What follows belongs to an exercise in optimizing a design on an open flow for small area, a short achievable clock period and few clock cycles per item; a production flow would make more cautious choices. Where RTL was checked, it was by simulation tests only, not by an equivalence proof against the original. No functional check of the RTL was part of run 1. Power is estimated from default activity; no workload was simulated.

==> flow/design.v, too long to show whole: its modules and the start of the top module <==
// module mul: 2010 lines
// module ysyx_mulunit: 21 lines
module ysyx_mulunit (
    input          clk,
    input          rst_n,
    input          mul_valid,
    input  [63:0]  alu_src1,
    input  [63:0]  alu_src2,
    input  [3:0]   mul_expand_signed,
    output [129:0] mul_res,
    output         sh_fnsh_flag
);
  // ...
==> flow/flow/run.sh <==
#!/bin/bash
# Layout flow: the standard layout (standard.sh, which also runs the
# standard synthesis) with these settings changed:
#  - the port buffers start as buf_2 instead of the buffer the resizer picks;
#  - sizing may swap a cell for one of another footprint;
#  - clock tree synthesis inserts no dummy loads.
# make's output goes to make.log; each step's tool output is in orfs/logs/.
set -euo pipefail
bash standard.sh MATCH_CELL_FOOTPRINT=0 \
    "BUFFER_PORTS_ARGS=-buffer_cell sky130_fd_sc_hd__buf_2" \
    "CTS_ARGS=-sink_clustering_enable -repair_clock_nets -dont_use_dummy_load" \
    finish > make.log 2>&1
==> flow/standard.sh <==
#!/bin/bash
# synth_recipe.tcl (not shown) runs the flow's synth.tcl, then flattens the netlist and writes it again
# the make line also repeats each setting of config.mk as NAME=value (left out here)
make -C /OpenROAD-flow-scripts/flow DESIGN_CONFIG=/design/flow/config.mk WORK_HOME=/design/flow/orfs CLKGATE_MAP_FILE= SYNTH_SCRIPT=/design/flow/synth_recipe.tcl "${@:-finish}"
==> flow/config.mk <==
export PLATFORM = sky130hd
export DESIGN_NAME = ysyx_mulunit
export DESIGN_NICKNAME = ysyx_mulunit
export VERILOG_FILES = /design/flow/design.v
export SDC_FILE = /design/flow/constraint.sdc
export NUM_CORES = 8
export LEC_CHECK = 0
export CAP_MARGIN = 20
export CORE_MARGIN = 2
export CORE_UTILIZATION = 50
export SETUP_SLACK_MARGIN = 4.5
export SLEW_MARGIN = 20
==> flow/constraint.sdc <==
create_clock -name core_clock -period 8.0 [get_ports {clk}]
set_input_delay 1.6000 -clock core_clock [delete_from_list [all_inputs] [get_ports {clk}]]
set_output_delay 1.6000 -clock core_clock [all_outputs]
set_load 0.01 [all_outputs]
==> notes.md, run 1 <==
Non-CTS inverters 377; First DRT Iteration DRCs just over 3000; sequential share of power between 20% and 30%; Worst path max stage delay roughly 0.54 ns; worst relative slew slack 31.4%; Util after Layout 62.5%; area leader, netlist dfxtp_1; CLK BUF 39; Ys Warns 1; Final Power 0.0100 W; routed vias/inst 6.63; sequential fraction of total cell area 15.9%; RSZ-0062 raised after global routing true; met2 WL around 60000 um; clock network power share between 10% and 20%; most frequent cells in the layout inv_1 (360), xnor2_1 (302), buf_2 (257); max-slew violations 0; worst setup path endpoint u_mul.M[0]; Most flops, register u_mul.P; post-synthesis simple-gate area fraction 15.2%; FFs w/ async S/R, synth 1.02%; Main power group combinational cells; core footprint 60100 um2; hold-fix buffers at CTS 0; via count 30823; CTS tree done; Max clock buf depth 3; largest cells by area after synthesis dfxtp_1 (19%), fa_1 (17%), xnor2_1 (9.7%), a22oi_1 (7.2%), inv_1 (4.6%); Filler Cells Inserted 5051; grt met3 use 9.41%; status finished clean; Netlist cell types 87; combinational logic power 0.00625 W; WL final 134000 um; worst hold start u_mul.P[77]; vias in the first global route 30732; crit path from alu_src2[51]; Final ANT Viol Nets 0; hpwl dp 91100 um; CP required 8.44 ns; Inserted Clock Buffers 39; metal3 WL 13900 um; Final Instance Area about 38000 um2; buffer share of cell area 9.63%; first-pass iteration count of the detailed router 7
==> run 2, diff against run 1 <==
--- a/flow/design.v
+++ b/flow/design.v
@@ -6,120 +6,238 @@
     input      [63:0]  alu_src2,
     input      [3:0]   mul_expand_signed,
     output     [129:0] mul_res,
     output reg         sh_fnsh_flag
 );
 localparam K  = 8;
 localparam NC = 9;
 localparam W  = 76;
-localparam QW = K + 1;
+localparam QW = 12;
 wire [3:0] md = mul_expand_signed;
 wire e0  = (md == 4'd0);
 wire e1  = (md == 4'd1);
 wire e2  = (md == 4'd2);
 wire e3  = (md == 4'd3);
 wire e12 = e1 | e2;
-wire [63:0] mask = {{32{e0}}, {16{e0 | e12}}, {16{e0 | e12 | e3}}};
-wire [63:0] am = alu_src1 & mask;
-wire [63:0] bm = alu_src2 & mask;
-function [NC-1:0] therm;
-    input [63:0] x;
-    input [6:0]  w;
-    reg   [NC-1:0] c;
-    integer g, j;
-    begin
-        for (g = 0; g < NC; g = g + 1) begin
-            c[g] = 1'b0;
-            for (j = (g == 0 ? 0 : K*g - 1); j < K*g + K - 1; j = j + 1)
-                if (j < w && j < 64) c[g] = c[g] | x[j];
-        end
-        for (g = 0; g < NC; g = g + 1) begin
-            therm[g] = 1'b0;
-            for (j = g; j < NC; j = j + 1)
-                therm[g] = therm[g] | c[j];
-        end
-    end
-endfunction
-wire [NC-1:0] ta64 = therm(alu_src1, 7'd64), tb64 = therm(alu_src2, 7'd64);
-wire [NC-1:0] ta32 = therm(alu_src1, 7'd32), tb32 = therm(alu_src2, 7'd32);
-wire [NC-1:0] ta16 = therm(alu_src1, 7'd16), tb16 = therm(alu_src2, 7'd16);
+wire ca64_0 = alu_src1[0] | alu_src1[1] | alu_src1[2] | alu_src1[3] | alu_src1[4] | alu_src1[5] | alu_src1[6];
+wire ca64_1 = alu_src1[7] | alu_src1[8] | alu_src1[9] | alu_src1[10] | alu_src1[11] | alu_src1[12] | alu_src1[13] | alu_src1[14];
+wire ca64_2 = alu_src1[15] | alu_src1[16] | alu_src1[17] | alu_src1[18] | alu_src1[19] | alu_src1[20] | alu_src1[21] | alu_src1[22];
+wire ca64_3 = alu_src1[23] | alu_src1[24] | alu_src1[25] | alu_src1[26] | alu_src1[27] | alu_src1[28] | alu_src1[29] | alu_src1[30];
+wire ca64_4 = alu_src1[31] | alu_src1[32] | alu_src1[33] | alu_src1[34] | alu_src1[35] | alu_src1[36] | alu_src1[37] | alu_src1[38];
+wire ca64_5 = alu_src1[39] | alu_src1[40] | alu_src1[41] | alu_src1[42] | alu_src1[43] | alu_src1[44] | alu_src1[45] | alu_src1[46];
+wire ca64_6 = alu_src1[47] | alu_src1[48] | alu_src1[49] | alu_src1[50] | alu_src1[51] | alu_src1[52] | alu_src1[53] | alu_src1[54];
+wire ca64_7 = alu_src1[55] | alu_src1[56] | alu_src1[57] | alu_src1[58] | alu_src1[59] | alu_src1[60] | alu_src1[61] | alu_src1[62];
+wire ca64_8 = alu_src1[63];
+wire sa64_1_1 = ca64_7 | ca64_8;
+wire sa64_1_3 = ca64_5 | ca64_6;
+wire sa64_1_5 = ca64_3 | ca64_4;
+wire sa64_1_7 = ca64_1 | ca64_2;
+wire sa64_2_2 = ca64_6 | sa64_1_1;
+wire sa64_2_3 = sa64_1_3 | sa64_1_1;
+wire sa64_2_6 = ca64_2 | sa64_1_5;
+wire sa64_2_7 = sa64_1_7 | sa64_1_5;
+wire sa64_3_4 = ca64_4 | sa64_2_3;
+wire sa64_3_5 = sa64_1_5 | sa64_2_3;
+wire sa64_3_6 = sa64_2_6 | sa64_2_3;
+wire sa64_3_7 = sa64_2_7 | sa64_2_3;
+wire sa64_4_8 = ca64_0 | sa64_3_7;
+wire [NC-1:0] ta64 = {ca64_8, sa64_1_1, sa64_2_2, sa64_2_3, sa64_3_4, sa64_3_5, sa64_3_6, sa64_3_7, sa64_4_8};
+wire ca32_0 = alu_src1[0] | alu_src1[1] | alu_src1[2] | alu_src1[3] | alu_src1[4] | alu_src1[5] | alu_src1[6];
+wire ca32_1 = alu_src1[7] | alu_src1[8] | alu_src1[9] | alu_src1[10] | alu_src1[11] | alu_src1[12] | alu_src1[13] | alu_src1[14];
+wire ca32_2 = alu_src1[15] | alu_src1[16] | alu_src1[17] | alu_src1[18] | alu_src1[19] | alu_src1[20] | alu_src1[21] | alu_src1[22];
+wire ca32_3 = alu_src1[23] | alu_src1[24] | alu_src1[25] | alu_src1[26] | alu_src1[27] | alu_src1[28] | alu_src1[29] | alu_src1[30];
+wire ca32_4 = alu_src1[31];
+wire ca32_5 = 1'b0;
+wire ca32_6 = 1'b0;
+wire ca32_7 = 1'b0;
+wire ca32_8 = 1'b0;
+wire sa32_1_1 = ca32_7 | ca32_8;
+wire sa32_1_3 = ca32_5 | ca32_6;
+wire sa32_1_5 = ca32_3 | ca32_4;
+wire sa32_1_7 = ca32_1 | ca32_2;
+wire sa32_2_2 = ca32_6 | sa32_1_1;
+wire sa32_2_3 = sa32_1_3 | sa32_1_1;
+wire sa32_2_6 = ca32_2 | sa32_1_5;
+wire sa32_2_7 = sa32_1_7 | sa32_1_5;
+wire sa32_3_4 = ca32_4 | sa32_2_3;
+wire sa32_3_5 = sa32_1_5 | sa32_2_3;
+wire sa32_3_6 = sa32_2_6 | sa32_2_3;
+wire sa32_3_7 = sa32_2_7 | sa32_2_3;
+wire sa32_4_8 = ca32_0 | sa32_3_7;
+wire [NC-1:0] ta32 = {ca32_8, sa32_1_1, sa32_2_2, sa32_2_3, sa32_3_4, sa32_3_5, sa32_3_6, sa32_3_7, sa32_4_8};
+wire ca16_0 = alu_src1[0] | alu_src1[1] | alu_src1[2] | alu_src1[3] | alu_src1[4] | alu_src1[5] | alu_src1[6];
+wire ca16_1 = alu_src1[7] | alu_src1[8] | alu_src1[9] | alu_src1[10] | alu_src1[11] | alu_src1[12] | alu_src1[13] | alu_src1[14];
+wire ca16_2 = alu_src1[15];
+wire ca16_3 = 1'b0;
+wire ca16_4 = 1'b0;
+wire ca16_5 = 1'b0;
+wire ca16_6 = 1'b0;
+wire ca16_7 = 1'b0;
+wire ca16_8 = 1'b0;
+wire sa16_1_1 = ca16_7 | ca16_8;
+wire sa16_1_3 = ca16_5 | ca16_6;
+wire sa16_1_5 = ca16_3 | ca16_4;
+wire sa16_1_7 = ca16_1 | ca16_2;
+wire sa16_2_2 = ca16_6 | sa16_1_1;
+wire sa16_2_3 = sa16_1_3 | sa16_1_1;
+wire sa16_2_6 = ca16_2 | sa16_1_5;
+wire sa16_2_7 = sa16_1_7 | sa16_1_5;
+wire sa16_3_4 = ca16_4 | sa16_2_3;
+wire sa16_3_5 = sa16_1_5 | sa16_2_3;
+wire sa16_3_6 = sa16_2_6 | sa16_2_3;
+wire sa16_3_7 = sa16_2_7 | sa16_2_3;
+wire sa16_4_8 = ca16_0 | sa16_3_7;
+wire [NC-1:0] ta16 = {ca16_8, sa16_1_1, sa16_2_2, sa16_2_3, sa16_3_4, sa16_3_5, sa16_3_6, sa16_3_7, sa16_4_8};
+wire cb64_0 = alu_src2[0] | alu_src2[1] | alu_src2[2] | alu_src2[3] | alu_src2[4] | alu_src2[5] | alu_src2[6];
+wire cb64_1 = alu_src2[7] | alu_src2[8] | alu_src2[9] | alu_src2[10] | alu_src2[11] | alu_src2[12] | alu_src2[13] | alu_src2[14];
+wire cb64_2 = alu_src2[15] | alu_src2[16] | alu_src2[17] | alu_src2[18] | alu_src2[19] | alu_src2[20] | alu_src2[21] | alu_src2[22];
+wire cb64_3 = alu_src2[23] | alu_src2[24] | alu_src2[25] | alu_src2[26] | alu_src2[27] | alu_src2[28] | alu_src2[29] | alu_src2[30];
+wire cb64_4 = alu_src2[31] | alu_src2[32] | alu_src2[33] | alu_src2[34] | alu_src2[35] | alu_src2[36] | alu_src2[37] | alu_src2[38];
+wire cb64_5 = alu_src2[39] | alu_src2[40] | alu_src2[41] | alu_src2[42] | alu_src2[43] | alu_src2[44] | alu_src2[45] | alu_src2[46];
+wire cb64_6 = alu_src2[47] | alu_src2[48] | alu_src2[49] | alu_src2[50] | alu_src2[51] | alu_src2[52] | alu_src2[53] | alu_src2[54];
+wire cb64_7 = alu_src2[55] | alu_src2[56] | alu_src2[57] | alu_src2[58] | alu_src2[59] | alu_src2[60] | alu_src2[61] | alu_src2[62];
+wire cb64_8 = alu_src2[63];
+wire sb64_1_1 = cb64_7 | cb64_8;
+wire sb64_1_3 = cb64_5 | cb64_6;
+wire sb64_1_5 = cb64_3 | cb64_4;
+wire sb64_1_7 = cb64_1 | cb64_2;
+wire sb64_2_2 = cb64_6 | sb64_1_1;
+wire sb64_2_3 = sb64_1_3 | sb64_1_1;
+wire sb64_2_6 = cb64_2 | sb64_1_5;
+wire sb64_2_7 = sb64_1_7 | sb64_1_5;
+wire sb64_3_4 = cb64_4 | sb64_2_3;
+wire sb64_3_5 = sb64_1_5 | sb64_2_3;
+wire sb64_3_6 = sb64_2_6 | sb64_2_3;
+wire sb64_3_7 = sb64_2_7 | sb64_2_3;
+wire sb64_4_8 = cb64_0 | sb64_3_7;
+wire [NC-1:0] tb64 = {cb64_8, sb64_1_1, sb64_2_2, sb64_2_3, sb64_3_4, sb64_3_5, sb64_3_6, sb64_3_7, sb64_4_8};
+wire cb32_0 = alu_src2[0] | alu_src2[1] | alu_src2[2] | alu_src2[3] | alu_src2[4] | alu_src2[5] | alu_src2[6];
+wire cb32_1 = alu_src2[7] | alu_src2[8] | alu_src2[9] | alu_src2[10] | alu_src2[11] | alu_src2[12] | alu_src2[13] | alu_src2[14];
+wire cb32_2 = alu_src2[15] | alu_src2[16] | alu_src2[17] | alu_src2[18] | alu_src2[19] | alu_src2[20] | alu_src2[21] | alu_src2[22];
+wire cb32_3 = alu_src2[23] | alu_src2[24] | alu_src2[25] | alu_src2[26] | alu_src2[27] | alu_src2[28] | alu_src2[29] | alu_src2[30];
+wire cb32_4 = alu_src2[31];
+wire cb32_5 = 1'b0;
+wire cb32_6 = 1'b0;
+wire cb32_7 = 1'b0;
+wire cb32_8 = 1'b0;
+wire sb32_1_1 = cb32_7 | cb32_8;
+wire sb32_1_3 = cb32_5 | cb32_6;
+wire sb32_1_5 = cb32_3 | cb32_4;
+wire sb32_1_7 = cb32_1 | cb32_2;
+wire sb32_2_2 = cb32_6 | sb32_1_1;
+wire sb32_2_3 = sb32_1_3 | sb32_1_1;
+wire sb32_2_6 = cb32_2 | sb32_1_5;
+wire sb32_2_7 = sb32_1_7 | sb32_1_5;
+wire sb32_3_4 = cb32_4 | sb32_2_3;
+wire sb32_3_5 = sb32_1_5 | sb32_2_3;
+wire sb32_3_6 = sb32_2_6 | sb32_2_3;
+wire sb32_3_7 = sb32_2_7 | sb32_2_3;
+wire sb32_4_8 = cb32_0 | sb32_3_7;
+wire [NC-1:0] tb32 = {cb32_8, sb32_1_1, sb32_2_2, sb32_2_3, sb32_3_4, sb32_3_5, sb32_3_6, sb32_3_7, sb32_4_8};
+wire cb16_0 = alu_src2[0] | alu_src2[1] | alu_src2[2] | alu_src2[3] | alu_src2[4] | alu_src2[5] | alu_src2[6];
+wire cb16_1 = alu_src2[7] | alu_src2[8] | alu_src2[9] | alu_src2[10] | alu_src2[11] | alu_src2[12] | alu_src2[13] | alu_src2[14];
+wire cb16_2 = alu_src2[15];
+wire cb16_3 = 1'b0;
+wire cb16_4 = 1'b0;
+wire cb16_5 = 1'b0;
+wire cb16_6 = 1'b0;
+wire cb16_7 = 1'b0;
+wire cb16_8 = 1'b0;
+wire sb16_1_1 = cb16_7 | cb16_8;
+wire sb16_1_3 = cb16_5 | cb16_6;
+wire sb16_1_5 = cb16_3 | cb16_4;
+wire sb16_1_7 = cb16_1 | cb16_2;
+wire sb16_2_2 = cb16_6 | sb16_1_1;
+wire sb16_2_3 = sb16_1_3 | sb16_1_1;
+wire sb16_2_6 = cb16_2 | sb16_1_5;
+wire sb16_2_7 = sb16_1_7 | sb16_1_5;
+wire sb16_3_4 = cb16_4 | sb16_2_3;
+wire sb16_3_5 = sb16_1_5 | sb16_2_3;
+wire sb16_3_6 = sb16_2_6 | sb16_2_3;
+wire sb16_3_7 = sb16_2_7 | sb16_2_3;
+wire sb16_4_8 = cb16_0 | sb16_3_7;
+wire [NC-1:0] tb16 = {cb16_8, sb16_1_1, sb16_2_2, sb16_2_3, sb16_3_4, sb16_3_5, sb16_3_6, sb16_3_7, sb16_4_8};
 wire sw64 = |(tb64 & ~ta64);
 wire sw32 = |(tb32 & ~ta32);
 wire sw16 = |(tb16 & ~ta16);
 wire swap = e0 ? sw64 : e12 ? sw32 : e3 & sw16;
 wire [NC-1:0] tn = e0 ? ta64 & tb64 : e12 ? ta32 & tb32 : e3 ? ta16 & tb16 : {NC{1'b0}};
+wire [NC-1:0] ha = e0 ? ta64 & ~(ta64 >> 1) : e12 ? ta32 & ~(ta32 >> 1) :
+                   e3 ? ta16 & ~(ta16 >> 1) : {NC{1'b0}};
+wire [NC-1:0] hb = e0 ? tb64 & ~(tb64 >> 1) : e12 ? tb32 & ~(tb32 >> 1) :
+                   e3 ? tb16 & ~(tb16 >> 1) : {NC{1'b0}};
 function [K:0] chunk;
     input [63:0] x;
     input integer g;
     integer j;
     begin
         for (j = 0; j <= K; j = j + 1)
             chunk[j] = (K*g - 1 + j >= 0 && K*g - 1 + j < 64) ? x[K*g - 1 + j] : 1'b0;
     end
 endfunction
+function [QW-1:0] booth;
+    input [K:0] c;
+    integer i;
+    begin
+        for (i = 0; i < K/2; i = i + 1) begin
+            booth[3*i]     = c[2*i+2] & ~(c[2*i+1] & c[2*i]);
+            booth[3*i + 1] = c[2*i+1] ^ c[2*i];
+            booth[3*i + 2] = c[2*i+2] ? ~c[2*i+1] & ~c[2*i] : c[2*i+1] & c[2*i];
+        end
+    end
+endfunction
+reg              prep;      
 reg              busy;      
 reg              res;       
 reg  [NC-1:0]    cnt;       
+reg  [NC-1:0]    hra, hrb;  
 reg              swp;
 reg  [127:0]     P;         
 reg  [W-1:0]     C;         
 reg              dlp, dlm;  
 reg  [63:0]      M;
 reg  [QW-1:0]    q;
-reg              f0, f1, f3;
-wire idle = ~busy & ~res & ~sh_fnsh_flag;
+reg              f0, f1, f3, f12, fa;
+wire [63:0] mask = {{32{f0}}, {16{f12}}, {16{fa}}};
+wire [63:0] am = alu_src1 & mask;
+wire [63:0] bm = alu_src2 & mask;
+wire idle = ~prep & ~busy & ~res & ~sh_fnsh_flag;
 wire last = ~cnt[1];
-function [K:0] topc;
-    input [63:0]    x;
-    input [NC-1:0]  h;
-    integer g;
-    begin
-        topc = {(K+1){1'b0}};
-        for (g = 0; g < NC; g = g + 1)
-            topc = topc | (chunk(x, g) & {(K+1){h[g]}});
-    end
-endfunction
-wire [63:0] a32 = {32'd0, alu_src1[31:0]}, b32 = {32'd0, alu_src2[31:0]};
-wire [63:0] a16 = {48'd0, alu_src1[15:0]}, b16 = {48'd0, alu_src2[15:0]};
-wire [K:0] q64 = sw64 ? topc(alu_src1, ta64 & ~(ta64 >> 1)) : topc(alu_src2, tb64 & ~(tb64 >> 1));
-wire [K:0] q32 = sw32 ? topc(a32, ta32 & ~(ta32 >> 1)) : topc(b32, tb32 & ~(tb32 >> 1));
-wire [K:0] q16 = sw16 ? topc(a16, ta16 & ~(ta16 >> 1)) : topc(b16, tb16 & ~(tb16 >> 1));
-wire [K:0] qf  = e0 ? q64 : e12 ? q32 : q16;
-wire [NC-1:0] nxt = (cnt >> 1) & ~(cnt >> 2);
+wire [NC-1:0] nxt = prep ? (swp ? hra : hrb) : (cnt >> 1) & ~(cnt >> 2);
 reg  [K:0] qna, qnb;
 integer i;
 always @(*) begin
     qna = {(K+1){1'b0}};
     qnb = {(K+1){1'b0}};
     for (i = 0; i < NC; i = i + 1) begin
         qna = qna | (chunk(am, i) & {(K+1){nxt[i]}});
         qnb = qnb | (chunk(bm, i) & {(K+1){nxt[i]}});
     end
 end
-wire [K:0] qn = swp ? qna : qnb;
+wire [QW-1:0] qn = booth(swp ? qna : qnb);
 wire [W-K-1:0] A = P[W-K-1:0];
 wire [W-K-1:0] B = C[W-K-1:0];
 wire [64:0] M1 = {1'b0, M};
 wire [64:0] M2 = {M, 1'b0};
-wire neg0 = q[2] & ~(q[1] & q[0]);
-wire one0 = q[1] ^ q[0];
-wire two0 = q[2] ? ~q[1] & ~q[0] : q[1] & q[0];
+wire neg0 = q[0];
+wire one0 = q[1];
+wire two0 = q[2];
 wire [64:0] r0 = ((M1 & {65{one0}}) | (M2 & {65{two0}})) ^ {65{neg0}};
-wire neg1 = q[4] & ~(q[3] & q[2]);
-wire one1 = q[3] ^ q[2];
-wire two1 = q[4] ? ~q[3] & ~q[2] : q[3] & q[2];
+wire neg1 = q[3];
+wire one1 = q[4];
+wire two1 = q[5];
 wire [64:0] r1 = ((M1 & {65{one1}}) | (M2 & {65{two1}})) ^ {65{neg1}};
-wire neg2 = q[6] & ~(q[5] & q[4]);
-wire one2 = q[5] ^ q[4];
-wire two2 = q[6] ? ~q[5] & ~q[4] : q[5] & q[4];
+wire neg2 = q[6];
+wire one2 = q[7];
+wire two2 = q[8];
 wire [64:0] r2 = ((M1 & {65{one2}}) | (M2 & {65{two2}})) ^ {65{neg2}};
-wire neg3 = q[8] & ~(q[7] & q[6]);
-wire one3 = q[7] ^ q[6];
-wire two3 = q[8] ? ~q[7] & ~q[6] : q[7] & q[6];
+wire neg3 = q[9];
+wire one3 = q[10];
+wire two3 = q[11];
 wire [64:0] r3 = ((M1 & {65{one3}}) | (M2 & {65{two3}})) ^ {65{neg3}};
 wire t1 = A[57] ^ B[57];
 wire t2 = A[57] & B[57];
 wire t3 = A[58] ^ B[58];
 wire t4 = A[58] & B[58];
 wire t5 = r0[6] ^ r1[4];
 wire t6 = r0[6] & r1[4];
 wire t7 = r0[7] ^ r1[5];
@@ -672,23 +790,320 @@
 wire [K+1:0] tz1  = {1'b0, e};
 wire [K+1:0] tz2  = {1'b0, e} + 1'b1;
 wire [1:0]   nco  = {ncout[1] & ncout[0], ncout[1] ^ ncout[0]};
 wire [K+1:0] tz   = nco[1] ? tz2 : nco[0] ? tz1 : tz0;
 wire tdp = ~tz[K+1] & tz[K];            
 wire tdm = tz[K+1];
 wire [127-W:0] ub = P[127:W];
 wire [127-W:K] all1, all0;
+wire u1_1_1 = ub[9] & ub[8];
+wire u1_1_3 = ub[11] & ub[10];
+wire u1_1_5 = ub[13] & ub[12];
+wire u1_1_7 = ub[15] & ub[14];
+wire u1_1_9 = ub[17] & ub[16];
+wire u1_1_11 = ub[19] & ub[18];
+wire u1_1_13 = ub[21] & ub[20];
+wire u1_1_15 = ub[23] & ub[22];
+wire u1_1_17 = ub[25] & ub[24];
+wire u1_1_19 = ub[27] & ub[26];
+wire u1_1_21 = ub[29] & ub[28];
+wire u1_1_23 = ub[31] & ub[30];
+wire u1_1_25 = ub[33] & ub[32];
+wire u1_1_27 = ub[35] & ub[34];
+wire u1_1_29 = ub[37] & ub[36];
+wire u1_1_31 = ub[39] & ub[38];
+wire u1_1_33 = ub[41] & ub[40];
+wire u1_1_35 = ub[43] & ub[42];
+wire u1_1_37 = ub[45] & ub[44];
+wire u1_1_39 = ub[47] & ub[46];
+wire u1_1_41 = ub[49] & ub[48];
+wire u1_2_2 = ub[10] & u1_1_1;
+wire u1_2_3 = u1_1_3 & u1_1_1;
+wire u1_2_6 = ub[14] & u1_1_5;
+wire u1_2_7 = u1_1_7 & u1_1_5;
+wire u1_2_10 = ub[18] & u1_1_9;
+wire u1_2_11 = u1_1_11 & u1_1_9;
+wire u1_2_14 = ub[22] & u1_1_13;
+wire u1_2_15 = u1_1_15 & u1_1_13;
+wire u1_2_18 = ub[26] & u1_1_17;
+wire u1_2_19 = u1_1_19 & u1_1_17;
+wire u1_2_22 = ub[30] & u1_1_21;
+wire u1_2_23 = u1_1_23 & u1_1_21;
+wire u1_2_26 = ub[34] & u1_1_25;
+wire u1_2_27 = u1_1_27 & u1_1_25;
+wire u1_2_30 = ub[38] & u1_1_29;
+wire u1_2_31 = u1_1_31 & u1_1_29;
+wire u1_2_34 = ub[42] & u1_1_33;
+wire u1_2_35 = u1_1_35 & u1_1_33;
+wire u1_2_38 = ub[46] & u1_1_37;
+wire u1_2_39 = u1_1_39 & u1_1_37;
+wire u1_2_42 = ub[50] & u1_1_41;
+wire u1_3_4 = ub[12] & u1_2_3;
+wire u1_3_5 = u1_1_5 & u1_2_3;
+wire u1_3_6 = u1_2_6 & u1_2_3;
+wire u1_3_7 = u1_2_7 & u1_2_3;
+wire u1_3_12 = ub[20] & u1_2_11;
+wire u1_3_13 = u1_1_13 & u1_2_11;
+wire u1_3_14 = u1_2_14 & u1_2_11;
+wire u1_3_15 = u1_2_15 & u1_2_11;
+wire u1_3_20 = ub[28] & u1_2_19;
+wire u1_3_21 = u1_1_21 & u1_2_19;
+wire u1_3_22 = u1_2_22 & u1_2_19;
+wire u1_3_23 = u1_2_23 & u1_2_19;
+wire u1_3_28 = ub[36] & u1_2_27;
+wire u1_3_29 = u1_1_29 & u1_2_27;
+wire u1_3_30 = u1_2_30 & u1_2_27;
+wire u1_3_31 = u1_2_31 & u1_2_27;
+wire u1_3_36 = ub[44] & u1_2_35;
+wire u1_3_37 = u1_1_37 & u1_2_35;
+wire u1_3_38 = u1_2_38 & u1_2_35;
+wire u1_3_39 = u1_2_39 & u1_2_35;
+wire u1_4_8 = ub[16] & u1_3_7;
+wire u1_4_9 = u1_1_9 & u1_3_7;
+wire u1_4_10 = u1_2_10 & u1_3_7;
+wire u1_4_11 = u1_2_11 & u1_3_7;
+wire u1_4_12 = u1_3_12 & u1_3_7;
+wire u1_4_13 = u1_3_13 & u1_3_7;
+wire u1_4_14 = u1_3_14 & u1_3_7;
+wire u1_4_15 = u1_3_15 & u1_3_7;
+wire u1_4_24 = ub[32] & u1_3_23;
+wire u1_4_25 = u1_1_25 & u1_3_23;
+wire u1_4_26 = u1_2_26 & u1_3_23;
+wire u1_4_27 = u1_2_27 & u1_3_23;
+wire u1_4_28 = u1_3_28 & u1_3_23;
+wire u1_4_29 = u1_3_29 & u1_3_23;
+wire u1_4_30 = u1_3_30 & u1_3_23;
+wire u1_4_31 = u1_3_31 & u1_3_23;
+wire u1_4_40 = ub[48] & u1_3_39;
+wire u1_4_41 = u1_1_41 & u1_3_39;
+wire u1_4_42 = u1_2_42 & u1_3_39;
+wire u1_5_16 = ub[24] & u1_4_15;
+wire u1_5_17 = u1_1_17 & u1_4_15;
+wire u1_5_18 = u1_2_18 & u1_4_15;
+wire u1_5_19 = u1_2_19 & u1_4_15;
+wire u1_5_20 = u1_3_20 & u1_4_15;
+wire u1_5_21 = u1_3_21 & u1_4_15;
+wire u1_5_22 = u1_3_22 & u1_4_15;
+wire u1_5_23 = u1_3_23 & u1_4_15;
+wire u1_5_24 = u1_4_24 & u1_4_15;
+wire u1_5_25 = u1_4_25 & u1_4_15;
+wire u1_5_26 = u1_4_26 & u1_4_15;
+wire u1_5_27 = u1_4_27 & u1_4_15;
+wire u1_5_28 = u1_4_28 & u1_4_15;
+wire u1_5_29 = u1_4_29 & u1_4_15;
+wire u1_5_30 = u1_4_30 & u1_4_15;
+wire u1_5_31 = u1_4_31 & u1_4_15;
+wire u1_6_32 = ub[40] & u1_5_31;
+wire u1_6_33 = u1_1_33 & u1_5_31;
+wire u1_6_34 = u1_2_34 & u1_5_31;
+wire u1_6_35 = u1_2_35 & u1_5_31;
+wire u1_6_36 = u1_3_36 & u1_5_31;
+wire u1_6_37 = u1_3_37 & u1_5_31;
+wire u1_6_38 = u1_3_38 & u1_5_31;
+wire u1_6_39 = u1_3_39 & u1_5_31;
+wire u1_6_40 = u1_4_40 & u1_5_31;
+wire u1_6_41 = u1_4_41 & u1_5_31;
+wire u1_6_42 = u1_4_42 & u1_5_31;
+wire u0_1_1 = ~ub[9] & ~ub[8];
+wire u0_1_3 = ~ub[11] & ~ub[10];
+wire u0_1_5 = ~ub[13] & ~ub[12];
+wire u0_1_7 = ~ub[15] & ~ub[14];
+wire u0_1_9 = ~ub[17] & ~ub[16];
+wire u0_1_11 = ~ub[19] & ~ub[18];
+wire u0_1_13 = ~ub[21] & ~ub[20];
+wire u0_1_15 = ~ub[23] & ~ub[22];
+wire u0_1_17 = ~ub[25] & ~ub[24];
+wire u0_1_19 = ~ub[27] & ~ub[26];
+wire u0_1_21 = ~ub[29] & ~ub[28];
+wire u0_1_23 = ~ub[31] & ~ub[30];
+wire u0_1_25 = ~ub[33] & ~ub[32];
+wire u0_1_27 = ~ub[35] & ~ub[34];
+wire u0_1_29 = ~ub[37] & ~ub[36];
+wire u0_1_31 = ~ub[39] & ~ub[38];
+wire u0_1_33 = ~ub[41] & ~ub[40];
+wire u0_1_35 = ~ub[43] & ~ub[42];
+wire u0_1_37 = ~ub[45] & ~ub[44];
+wire u0_1_39 = ~ub[47] & ~ub[46];
+wire u0_1_41 = ~ub[49] & ~ub[48];
+wire u0_2_2 = ~ub[10] & u0_1_1;
+wire u0_2_3 = u0_1_3 & u0_1_1;
+wire u0_2_6 = ~ub[14] & u0_1_5;
+wire u0_2_7 = u0_1_7 & u0_1_5;
+wire u0_2_10 = ~ub[18] & u0_1_9;
+wire u0_2_11 = u0_1_11 & u0_1_9;
+wire u0_2_14 = ~ub[22] & u0_1_13;
+wire u0_2_15 = u0_1_15 & u0_1_13;
+wire u0_2_18 = ~ub[26] & u0_1_17;
+wire u0_2_19 = u0_1_19 & u0_1_17;
+wire u0_2_22 = ~ub[30] & u0_1_21;
+wire u0_2_23 = u0_1_23 & u0_1_21;
+wire u0_2_26 = ~ub[34] & u0_1_25;
+wire u0_2_27 = u0_1_27 & u0_1_25;
+wire u0_2_30 = ~ub[38] & u0_1_29;
+wire u0_2_31 = u0_1_31 & u0_1_29;
+wire u0_2_34 = ~ub[42] & u0_1_33;
+wire u0_2_35 = u0_1_35 & u0_1_33;
+wire u0_2_38 = ~ub[46] & u0_1_37;
+wire u0_2_39 = u0_1_39 & u0_1_37;
+wire u0_2_42 = ~ub[50] & u0_1_41;
+wire u0_3_4 = ~ub[12] & u0_2_3;
+wire u0_3_5 = u0_1_5 & u0_2_3;
+wire u0_3_6 = u0_2_6 & u0_2_3;
+wire u0_3_7 = u0_2_7 & u0_2_3;
+wire u0_3_12 = ~ub[20] & u0_2_11;
+wire u0_3_13 = u0_1_13 & u0_2_11;
+wire u0_3_14 = u0_2_14 & u0_2_11;
+wire u0_3_15 = u0_2_15 & u0_2_11;
+wire u0_3_20 = ~ub[28] & u0_2_19;
+wire u0_3_21 = u0_1_21 & u0_2_19;
+wire u0_3_22 = u0_2_22 & u0_2_19;
+wire u0_3_23 = u0_2_23 & u0_2_19;
+wire u0_3_28 = ~ub[36] & u0_2_27;
+wire u0_3_29 = u0_1_29 & u0_2_27;
+wire u0_3_30 = u0_2_30 & u0_2_27;
+wire u0_3_31 = u0_2_31 & u0_2_27;
+wire u0_3_36 = ~ub[44] & u0_2_35;
+wire u0_3_37 = u0_1_37 & u0_2_35;
+wire u0_3_38 = u0_2_38 & u0_2_35;
+wire u0_3_39 = u0_2_39 & u0_2_35;
+wire u0_4_8 = ~ub[16] & u0_3_7;
+wire u0_4_9 = u0_1_9 & u0_3_7;
+wire u0_4_10 = u0_2_10 & u0_3_7;
+wire u0_4_11 = u0_2_11 & u0_3_7;
+wire u0_4_12 = u0_3_12 & u0_3_7;
+wire u0_4_13 = u0_3_13 & u0_3_7;
+wire u0_4_14 = u0_3_14 & u0_3_7;
+wire u0_4_15 = u0_3_15 & u0_3_7;
+wire u0_4_24 = ~ub[32] & u0_3_23;
+wire u0_4_25 = u0_1_25 & u0_3_23;
+wire u0_4_26 = u0_2_26 & u0_3_23;
+wire u0_4_27 = u0_2_27 & u0_3_23;
+wire u0_4_28 = u0_3_28 & u0_3_23;
+wire u0_4_29 = u0_3_29 & u0_3_23;
+wire u0_4_30 = u0_3_30 & u0_3_23;
+wire u0_4_31 = u0_3_31 & u0_3_23;
+wire u0_4_40 = ~ub[48] & u0_3_39;
+wire u0_4_41 = u0_1_41 & u0_3_39;
+wire u0_4_42 = u0_2_42 & u0_3_39;
+wire u0_5_16 = ~ub[24] & u0_4_15;
+wire u0_5_17 = u0_1_17 & u0_4_15;
+wire u0_5_18 = u0_2_18 & u0_4_15;
+wire u0_5_19 = u0_2_19 & u0_4_15;
+wire u0_5_20 = u0_3_20 & u0_4_15;
+wire u0_5_21 = u0_3_21 & u0_4_15;
+wire u0_5_22 = u0_3_22 & u0_4_15;
+wire u0_5_23 = u0_3_23 & u0_4_15;
+wire u0_5_24 = u0_4_24 & u0_4_15;
+wire u0_5_25 = u0_4_25 & u0_4_15;
+wire u0_5_26 = u0_4_26 & u0_4_15;
+wire u0_5_27 = u0_4_27 & u0_4_15;
+wire u0_5_28 = u0_4_28 & u0_4_15;
+wire u0_5_29 = u0_4_29 & u0_4_15;
+wire u0_5_30 = u0_4_30 & u0_4_15;
+wire u0_5_31 = u0_4_31 & u0_4_15;
+wire u0_6_32 = ~ub[40] & u0_5_31;
+wire u0_6_33 = u0_1_33 & u0_5_31;
+wire u0_6_34 = u0_2_34 & u0_5_31;
+wire u0_6_35 = u0_2_35 & u0_5_31;
+wire u0_6_36 = u0_3_36 & u0_5_31;
+wire u0_6_37 = u0_3_37 & u0_5_31;
+wire u0_6_38 = u0_3_38 & u0_5_31;
+wire u0_6_39 = u0_3_39 & u0_5_31;
+wire u0_6_40 = u0_4_40 & u0_5_31;
+wire u0_6_41 = u0_4_41 & u0_5_31;
+wire u0_6_42 = u0_4_42 & u0_5_31;
 assign all1[K] = 1'b1;
 assign all0[K] = 1'b1;
-genvar g;
-generate for (g = K + 1; g <= 127 - W; g = g + 1) begin : pa
-    assign all1[g] = all1[g-1] & ub[g-1];
-    assign all0[g] = all0[g-1] & ~ub[g-1];
-end endgenerate
+assign all1[9] = ub[8];
+assign all0[9] = ~ub[8];
+assign all1[10] = u1_1_1;
+assign all0[10] = u0_1_1;
+assign all1[11] = u1_2_2;
+assign all0[11] = u0_2_2;
+assign all1[12] = u1_2_3;
+assign all0[12] = u0_2_3;
+assign all1[13] = u1_3_4;
+assign all0[13] = u0_3_4;
+assign all1[14] = u1_3_5;
+assign all0[14] = u0_3_5;
+assign all1[15] = u1_3_6;
+assign all0[15] = u0_3_6;
+assign all1[16] = u1_3_7;
+assign all0[16] = u0_3_7;
+assign all1[17] = u1_4_8;
+assign all0[17] = u0_4_8;
+assign all1[18] = u1_4_9;
+assign all0[18] = u0_4_9;
+assign all1[19] = u1_4_10;
+assign all0[19] = u0_4_10;
+assign all1[20] = u1_4_11;
+assign all0[20] = u0_4_11;
+assign all1[21] = u1_4_12;
+assign all0[21] = u0_4_12;
+assign all1[22] = u1_4_13;
+assign all0[22] = u0_4_13;
+assign all1[23] = u1_4_14;
+assign all0[23] = u0_4_14;
+assign all1[24] = u1_4_15;
+assign all0[24] = u0_4_15;
+assign all1[25] = u1_5_16;
+assign all0[25] = u0_5_16;
+assign all1[26] = u1_5_17;
+assign all0[26] = u0_5_17;
+assign all1[27] = u1_5_18;
+assign all0[27] = u0_5_18;
+assign all1[28] = u1_5_19;
+assign all0[28] = u0_5_19;
+assign all1[29] = u1_5_20;
+assign all0[29] = u0_5_20;
+assign all1[30] = u1_5_21;
+assign all0[30] = u0_5_21;
+assign all1[31] = u1_5_22;
+assign all0[31] = u0_5_22;
+assign all1[32] = u1_5_23;
+assign all0[32] = u0_5_23;
+assign all1[33] = u1_5_24;
+assign all0[33] = u0_5_24;
+assign all1[34] = u1_5_25;
+assign all0[34] = u0_5_25;
+assign all1[35] = u1_5_26;
+assign all0[35] = u0_5_26;
+assign all1[36] = u1_5_27;
+assign all0[36] = u0_5_27;
+assign all1[37] = u1_5_28;
+assign all0[37] = u0_5_28;
+assign all1[38] = u1_5_29;
+assign all0[38] = u0_5_29;
+assign all1[39] = u1_5_30;
+assign all0[39] = u0_5_30;
+assign all1[40] = u1_5_31;
+assign all0[40] = u0_5_31;
+assign all1[41] = u1_6_32;
+assign all0[41] = u0_6_32;
+assign all1[42] = u1_6_33;
+assign all0[42] = u0_6_33;
+assign all1[43] = u1_6_34;
+assign all0[43] = u0_6_34;
+assign all1[44] = u1_6_35;
+assign all0[44] = u0_6_35;
+assign all1[45] = u1_6_36;
+assign all0[45] = u0_6_36;
+assign all1[46] = u1_6_37;
+assign all0[46] = u0_6_37;
+assign all1[47] = u1_6_38;
+assign all0[47] = u0_6_38;
+assign all1[48] = u1_6_39;
+assign all0[48] = u0_6_39;
+assign all1[49] = u1_6_40;
+assign all0[49] = u0_6_40;
+assign all1[50] = u1_6_41;
+assign all0[50] = u0_6_41;
+assign all1[51] = u1_6_42;
+assign all0[51] = u0_6_42;
 wire [127-W:0] ud = {ub[127-W:K] ^ ((all1 & {(128-W-K){dlp}}) | (all0 & {(128-W-K){dlm}})),
                      ub[K-1:0]};
 wire [127-W:0] ustep = {ud[127-W-K:0], tz[K-1:0]};
 wire [128:0] rsum;
 wire ra_g0_0 = P[0] & C[0];
 wire ra_p0_0 = P[0] ^ C[0];
 wire ra_g0_1 = P[1] & C[1];
 wire ra_p0_1 = P[1] ^ C[1];
@@ -1971,32 +2386,38 @@
 assign rsum[128] = ra_G7_127;
 wire sx = (f1 & rsum[31]) | (f3 & rsum[15]);
 wire [127:0] rres = {rsum[127:64],
                      f0 ? rsum[63:32] : {32{sx}},
                      f3 ? {16{rsum[15]}} : rsum[31:16],
                      rsum[15:0]};
 always @(posedge clk or negedge rst_n) begin
     if (!rst_n) begin
+        prep         <= 1'b0;
         busy         <= 1'b0;
         res          <= 1'b0;
         sh_fnsh_flag <= 1'b0;
     end else begin
-        busy         <= busy ? ~last : (idle & mul_valid & tn[0]);
+        prep         <= idle & mul_valid & tn[0];
+        busy         <= prep | (busy & ~last);
         res          <= busy & last;
         sh_fnsh_flag <= res | (idle & mul_valid & ~tn[0]);
     end
 end
 always @(posedge clk) begin
     swp <= swap;
-    M   <= swap ? bm : am;
+    hra <= ha;
+    hrb <= hb;
+    M   <= swp ? bm : am;
     f0  <= e0;
     f1  <= e1;
     f3  <= e3;
-    q   <= busy ? qn : qf;
+    f12 <= e0 | e12;
+    fa  <= e0 | e12 | e3;
+    q   <= qn;
     if (busy) begin
         cnt <= cnt >> 1;
         P   <= {ustep, ns};
         C   <= nc;
         dlp <= tdp;
         dlm <= tdm;
     end else begin
         cnt <= tn;
==> notes.md, run 2 <==
Largest regs u_mul.P x128, u_mul.C x75, u_mul.M x64 (unchanged); Worst-Margin Slew 0.859 ns (was 1.03 ns); RSZ-0062 raised after global routing true (unchanged); max FFs per register 128 (unchanged); Ys Warns 1 (unchanged); die width 247 um (was 250 um); Max Clock Freq 0.289 GHz (was 0.251 GHz); Startpoint Class flop (was input port); Total GRT Usage 34.3% (was 40.0%); FFs w/ async S/R, synth 1.26% (was 1.02%); first-pass iteration count of the detailed router 9 (was 7); Worst VDD drop 181 uV (was 148 uV); core footprint 57900 um2 (was 60100 um2); count leader, synth inv_1 (unchanged); Final Cycle Share 43.3% (was 49.7%); Max clock buf depth 3 (unchanged); Netlist cell types 91 (was 87); area leader, netlist dfxtp_1 (unchanged); Die Footprint 60900 um2 (was 62600 um2); Tmin final 3.46 ns (was 3.98 ns); most used cell, CP or4_4; max-slew violations 0 (unchanged); Final ANT Viol Nets 0 (unchanged); dominant synthesized flop cell dfxtp_1 (unchanged); Post-Syn Instances 3375 (was 3642); status finished clean (unchanged); worst path arrival time 3.91 ns (was 4.41 ns); routed length per placed instance 25.0 um (was 28.8 um); largest cells by area after synthesis dfxtp_1 (21%), fa_1 (18%), a22oi_1 (7.0%), xor2_1 (6.9%), xnor2_1 (5.3%) (was dfxtp_1 (19%), fa_1 (17%), xnor2_1 (9.7%), a22oi_1 (7.2%), inv_1 (4.6%)); row count 88 (was 90); most instantiated cells after synthesis inv_1 (379), dfxtp_1 (313), a22oi_1 (276) (was inv_1 (372), xnor2_1 (334), dfxtp_1 (290)); Worst-Skew Late Latency 0.58 ns (was 0.59 ns); via count 26320 (was 30823); share of the synthesized area in the top cell type 21.3% (was 19.2%); Starting Density 50.9% (was 50.4%); routed vias/inst 6.16 (was 6.63); Clock Root Buffer clkbuf_16 (unchanged); grt ovf 0 (unchanged); H-tree depth 2 (unchanged); Yosys reg bits 317 (was 293); CTS tree done (unchanged); number of synthesized flops with an enable pin 0 (unchanged); crit path max fanout 9 (was 4); final net count 4005 (was 4368); clk sinks 317 (was 293); Port-buffer cells 263 (unchanged); CP required 8.45 ns (was 8.44 ns); class of the worst hold path reg -> reg (unchanged); vias in the first global route 25818 (was 30732); Setup CP Type reg -> reg (was in -> reg); area grow syn2layout 13.3% (was 24.1%); hold-fix buffers at CTS 0 (unchanged); antenna fix cells 0 (was 1); Filler Cells Inserted 5319 (was 5051); Seq/Total Area, Yosys 21.6% (was 19.4%); CP max stage cell or4_4 (unchanged); Most flops, register u_mul.P (unchanged); Clk pin slew, worst setup/hold paths 0.06 ns (about the same); Power Density 203 nW/um2 (was 266 nW/um2); Final Setup Violations 0 (unchanged); Ports 266 (unchanged); First DRT Iteration DRCs 2670 (was 3085); final setup TNS 0 ns (unchanged); WL final 107000 um (was 134000 um); most frequent cells in the layout inv_1 (379), dfxtp_1 (280), a22oi_1 (276) (was inv_1 (360), xnor2_1 (302), buf_2 (257)); Max Cap Viol 0 (unchanged); GP Congestion 1.03 (was 1.08); initial antenna violation count 0 (was 4); worst relative slew slack 42.7% (was 31.4%); share of cells above drive strength 1 16.3% (was 25.9%); skew final 0.0491 ns (was 0.0391 ns); syn_area_per_cell 8.73 um2 (was 8.32 um2); Post-Syn Area 29500 um2 (was 30300 um2); Worst path max stage delay 0.53 ns (was 0.54 ns); largest net degree at the start of global routing 76 (was 77); die span in y 247 um (was 250 um); drt drc 0 (unchanged); hpwl dp 79000 um (was 91100 um); final hold vios 0 (unchanged); most common cell after layout, fill and taps aside inv_1 (unchanged); first-pass GRT wire length 159000 um (was 191000 um); Lkg Pwr 13.2 nW (was 14.9 nW); Crit. End Element flop (unchanged); Inserted Clock Buffers 40 (was 39); worst path cell trace nand4_1 > or4_4 > or4_4 > a21oi_4 > a2bb2o_4 > nor4_4 > buf_6 > o2111ai_4 > or4_4 > nand3b_2 > o211ai_2 (was buf_8 > or4_4 > or3_4 > nor4_4 > and3_4 > o22a_1 > o22ai_4 > o311ai_4 > o21ai_4 > buf_12 > clkbuf_16 > mux2i_1 > nor2_1); Final Power 0.00678 W (was 0.0100 W)
[run 2: changes by cell type after synthesis, moves of 16 or more]
| cell | before | now |
|---|---|---|
| nor2b_1 | 12 | 78 |
| clkbuf_2 | 15 | 60 |
| nand2_1 | 243 | 188 |
| nand3_1 | 57 | 40 |
| a222oi_1 | 3 | 19 |
| dfxtp_1 | 290 | 313 |
| clkbuf_1 | 183 | 150 |
| nand4_1 | 47 | 28 |
| xor2_1 | 69 | 233 |
| xnor2_1 | 334 | 179 |
| a221oi_1 | 34 | 12 |
| nor2_1 | 227 | 138 |
| buf_1 | 71 | 45 |
| a21oi_1 | 131 | 98 |
[run 2: per-layer routing]
| layer | share of wire [%] | global-route usage [%] | up-vias |
|---|---|---|---|
| li1 | - | - | 11748 |
| met1 | 41 | 46.1 | 13094 |
| met2 | 47 | 56.4 | 1236 |
| met3 | 7.7 | 5.20 | 242 |
| met4 | 4.1 | 11.6 | 0 |
| met5 | 0 | 0 | - |
[run 2: final timing paths]
| kind | startpoint | end | slack (ns) | depth (start not counted) |
|---|---|---|---|---|
| max reg2reg | u_mul.P[87] | u_mul.P[127] | 4.54 | 11 |
| min | u_mul.cnt[1] | u_mul.res | 0.45 | 1 |
| min in group asynchronous | rst_n | u_mul.prep | 0.84 | 1 |
| max | u_mul.P[87] | u_mul.P[127] | 4.54 | 11 |
| min reg2reg | u_mul.cnt[1] | u_mul.res | 0.45 | 1 |
| max in group asynchronous | rst_n | u_mul.res | 6.99 | 1 |
[run 2: final cells by class]
class	instances	area, um2	area share [%]
clock buffer	40	1000	3.00
inverter	380	1430	4.27
multi-input combinational	2408	21300	63.7
sequential	317	6430	19.3
tap	765	957	2.87
timing repair buffer	361	2290	6.86
[run 2: worst max-delay path: cells and delay by family (launching register included)]
| kind | cells | cell delay [ns] |
|---|---|---|
| AOI/OAI and AO/OA | 4 | 0.67 |
| buffers and inverters | 1 | 0.17 |
| DFF | 1 | 0.44 |
| and+or+nand+nor | 6 | 2.05 |
[run 2: metrics by stage]
step / instances / util (%) / instance area [um2] / worst slack (ns) / hold WS, ns
after global placement: 4157 / 53.2 / 30800 / 3.58 / 0.429
after detailed placement: 4157 / 53.2 / 30800 / 3.52 / 0.440
after global routing: 4271 / 57.6 / 33400 / 4.39 / 0.476
after floorplan: 3376 / - / 29500 / 4.54 / 0.402
after CTS: 4229 / 56.0 / 32400 / 4.49 / 0.460
final: 4271 / 57.6 / 33400 / 4.54 / 0.452
[run 2: kinds of logic (layout without fill, tap and decap cells)]
group	after synthesis	count (layout)	synth area share, %
muxes	86	86	2.97
DFF	317	317	21.6
AOI/OAI and AO/OA	768	770	18.4
xor gates and xnor gates	413	413	12.3
and+or+nand+nor	775	775	13.9
buffers and inverters	653	781	8.77
adders and majority gates	362	362	22.0
other	1	2	0.0127
[run 2: power by group]
| group | switching (W) | internal, W | leakage [nW] |
|---|---|---|---|
| Combinational | 0.00201 | 0.00128 | 10.1 |
| Clock | 0.000689 | 0.000874 | 0.493 |
| Sequential | 0.000214 | 0.00172 | 2.61 |
| Total | 0.00291 | 0.00387 | 13.2 |
[run 2: what timing repair did]
item / in CTS / in global routing
endpoints found under the setup margin: 138 / 82
setup buffers: 32 / 38
gates resized for setup: 89 / 104
pin swaps: 23 / 34
cloned: 0 / 4
Testbench counts of run 2, summed over its fixed seeds: cycles 34,522, muls 4,800.

[re-timing with driven ports]
No port has a modelled driver above. Below, the same layouts with a new extraction and two added sets of constraints.
Step 1 sets driving cells, clkbuf_16 on the clock port and buf_2 on the other inputs (assumed; they add their load-dependent delay and slew).
Step 2, shift: input delay + t, output delay - t, t = (earliest + latest rising clock arrival at the registers) / 2. This alone moves slack from input paths to output paths.
Three values: ideal, step 1, step 2; two values: the first two.
| run | t (ns) | setup WS [ns] | worst slew at a driven data input, ns |
|---|---|---|---|
| run 1 | 0.633 | 4.023 / 4.043 / 3.411 | 0.09 |
| run 2 | 0.621 | 4.538 / 4.538 / 4.017 | 0.06 |
After both steps setup and hold are still met in every run listed. For run 1, which loses most, drivers alone change the setup slack by +0.020 ns; drivers and shift together by -0.612 ns.
